Source: an optimization exercise on an open RTL-to-GDS flow (aim: small area, a short achievable clock period and few clock cycles). Production flows keep margins and buffers that such runs may drop.
The RTL was checked by simulation tests, not by an equivalence proof against the original design.
Power and IR drop assume default switching activity.

==> flow/design.v <==
`timescale 1ns/10ps
module LBP ( clk, reset, gray_addr, gray_req, gray_ready, gray_data, lbp_addr, lbp_valid, lbp_data, finish);
input clk;
input reset;
input gray_ready;
input [7:0] gray_data;
output [13:0] gray_addr;
output gray_req;
output [13:0] lbp_addr;
output lbp_valid;
output [7:0] lbp_data;
output finish;
localparam H = 6;             
localparam L = H + 2;         
localparam IW = (L > 8) ? 4 : 3;
localparam [6:0] LASTF = 7'd126 - H;    
reg [6:0] rd_row, rd_col;
reg [IW-1:0] rd_i;
reg rd_done;
reg v1;
reg finish;
wire rd_en = gray_ready & ~rd_done;
wire col_end = (rd_i == L-1);
wire strip_end = col_end & (rd_col == 7'd127);
wire [6:0] nxt_first = rd_row - 7'd1;
assign gray_addr = {rd_row, rd_col};
assign gray_req = 1'b1;
always @(posedge clk or posedge reset) begin
    if (reset) begin
        rd_row <= 7'd0;
        rd_col <= 7'd0;
        rd_i <= {IW{1'b0}};
        rd_done <= 1'b0;
        v1 <= 1'b0;
        finish <= 1'b0;
    end else begin
        v1 <= rd_en;
        finish <= rd_done & ~v1;
        if (rd_en) begin
            if (col_end) begin
                rd_i <= {IW{1'b0}};
                rd_col <= rd_col + 7'd1;
                if (strip_end) begin
                    if (rd_row == 7'd127) rd_done <= 1'b1;
                    rd_row <= (nxt_first > LASTF) ? LASTF : nxt_first;
                end else begin
                    rd_row <= rd_row - (L-1);
                end
            end else begin
                rd_i <= rd_i + 1'b1;
                rd_row <= rd_row + 7'd1;
            end
        end
    end
end
reg [7:0] sr [0:L+1];
integer k;
always @(posedge clk) begin
    sr[0] <= gray_data;
    for (k = 1; k <= L+1; k = k + 1) sr[k] <= sr[k-1];
end
wire [7:0] p = sr[0];
wire [7:0] pu = sr[1];
wire [7:0] pdl = sr[L-1];
wire [7:0] pl = sr[L];
wire [7:0] pul = sr[L+1];
wire geU = p >= pu,  leU = pu >= p;
wire geUL = p >= pul, leUL = pul >= p;
wire geL = p >= pl,  leL = pl >= p;
wire geDL = p >= pdl, leDL = pdl >= p;
reg [3:0] dle [0:L+1];    
reg [L:0] dgu;            
reg [1:0] dgl;            
reg [2:0] dgdl;           
reg b7;
always @(posedge clk) begin
    dle[0] <= {leDL, leL, leU, leUL};
    for (k = 1; k <= L+1; k = k + 1) dle[k] <= dle[k-1];
    dgu <= {dgu[L-1:0], geU};
    dgl <= {dgl[0], geL};
    dgdl <= {dgdl[1:0], geDL};
    b7 <= geUL;
end
wire [3:0] lo = dle[L+1];
assign lbp_data = {b7, dgu[L], lo[3], dgl[1], lo[2], dgdl[2], lo[1], lo[0]};
reg [6:0] lb_row, lb_col;
reg lbp_valid;
wire i0 = (rd_i == 0);
wire [6:0] lcn = rd_col - (i0 ? 7'd2 : 7'd1);
always @(posedge clk or posedge reset) begin
    if (reset) lbp_valid <= 1'b0;
    else lbp_valid <= v1 & (i0 | (rd_i >= 3)) & (lcn != 7'd0) & (lcn != 7'd127);
end
always @(posedge clk) begin
    lb_col <= lcn;
    lb_row <= i0 ? lb_row + 7'd1 : rd_row - 7'd2;
end
assign lbp_addr = {lb_row, lb_col};
endmodule
clock: 3.5 ns
lec_check: 0
cap_margin: 20
core_margin: 2
core_utilization: 40
place_density: 0.6
slew_margin: 20
run.sh (not shown) runs the stock make flow with config.mk's settings and CLKGATE_MAP_FILE= SYNTH_SCRIPT=/design/flow/synth_recipe.tcl, a recipe that flattens the netlist after the stock synthesis.
Testbench counts at the start, summed over its fixed seeds: cycles 344,096.
Change:
==> flow/design.v (replaced) <==
`timescale 1ns/10ps
module LBP ( clk, reset, gray_addr, gray_req, gray_ready, gray_data, lbp_addr, lbp_valid, lbp_data, finish);
input clk;
input reset;
input gray_ready;
input [7:0] gray_data;
output [13:0] gray_addr;
output gray_req;
output [13:0] lbp_addr;
output lbp_valid;
output [7:0] lbp_data;
output finish;
localparam H = 6;             
localparam L = H + 2;         
localparam IW = 3;            
reg [6:0] rd_row, rd_col;
reg [IW-1:0] rd_i;
reg rd_done;
reg finish;
reg lbp_valid;
wire rd_en = gray_ready & ~rd_done;
wire col_end = (rd_i == L-1);
wire strip_end = col_end & (rd_col == 7'd127);
assign gray_addr = {rd_row, rd_col};
assign gray_req = 1'b1;
always @(posedge clk or posedge reset) begin
    if (reset) begin
        rd_row <= 7'd0;
        rd_col <= 7'd0;
        rd_i <= {IW{1'b0}};
        rd_done <= 1'b0;
        finish <= 1'b0;
        lbp_valid <= 1'b0;
    end else begin
        finish <= rd_done;
        lbp_valid <= rd_en & (rd_i >= 2) & (rd_col >= 2);
        if (rd_en) begin
            if (col_end) begin
                rd_i <= {IW{1'b0}};
                rd_col <= rd_col + 7'd1;
                if (strip_end) begin
                    if (rd_row == 7'd127) rd_done <= 1'b1;
                    rd_row <= rd_row - 7'd1;
                end else begin
                    rd_row <= rd_row - (L-1);
                end
            end else begin
                rd_i <= rd_i + 1'b1;
                rd_row <= rd_row + 7'd1;
            end
        end
    end
end
reg [6:0] lb_row, lb_col;
always @(posedge clk) begin
    lb_row <= rd_row - 7'd1;
    lb_col <= rd_col - 7'd1;
end
assign lbp_addr = {lb_row, lb_col};
reg [7:0] sr [1:L+1];
integer k;
always @(posedge clk) begin
    sr[1] <= gray_data;
    for (k = 2; k <= L+1; k = k + 1) sr[k] <= sr[k-1];
end
wire [7:0] p = gray_data;
wire [7:0] pu = sr[1];
wire [7:0] pdl = sr[L-1];
wire [7:0] pl = sr[L];
wire [7:0] pul = sr[L+1];
wire geU = p >= pu,  leU = pu >= p;
wire geUL = p >= pul, leUL = pul >= p;
wire geL = p >= pl,  leL = pl >= p;
wire geDL = p >= pdl, leDL = pdl >= p;
reg [3:0] dle [0:L+1];    
reg [L:0] dgu;            
reg [1:0] dgl;            
reg [2:0] dgdl;           
reg b7;
always @(posedge clk) begin
    dle[0] <= {leDL, leL, leU, leUL};
    for (k = 1; k <= L+1; k = k + 1) dle[k] <= dle[k-1];
    dgu <= {dgu[L-1:0], geU};
    dgl <= {dgl[0], geL};
    dgdl <= {dgdl[1:0], geDL};
    b7 <= geUL;
end
wire [3:0] lo = dle[L+1];
assign lbp_data = {b7, dgu[L], lo[3], dgl[1], lo[2], dgdl[2], lo[1], lo[0]};
endmodule
Outcome: The new run completed with no timing, DRC or antenna violations; clock power is lower by roughly a tenth; flip-flop and latch count is lower by 9; cell area is lower by roughly a tenth; final cell count is lower by about a fifth; non-clock buffer count stays the same; wire length is lower by about a fifth; die area is lower by about a fifth; power is lower by about a fifth; synthesized cell count is lower by about a fifth; global-route usage is lower by 0.97 points.
Testbench counts after the change, summed over its fixed seeds: cycles 344,080.

==> re-timing with driven ports <==
Ports are ideal in the flow. The routed layouts listed here were re-timed in OpenROAD. Step 1 sets driving cells, clkbuf_16 on the clock port and buf_2 on the other inputs (assumed; they add their load-dependent delay and slew). Step 2 also shifts input and output timing later by t, the mid clock arrival at the registers, as if the neighbouring blocks saw the same clock. Slacks: ideal / step 1 / step 2; pairs: ideal / step 1.
run	t (ns)	setup slack, ns	worst register clock-pin slew, ns
the first run	0.455	0.606 / 0.606 / 0.606	0.07 / 0.07
the second run	0.445	1.188 / 1.153 / 0.826	0.06 / 0.06
After both steps every run listed still meets setup and hold. The setup slack of the second run, which loses most, moves by -0.035 ns with the drivers and by -0.362 ns with both steps.
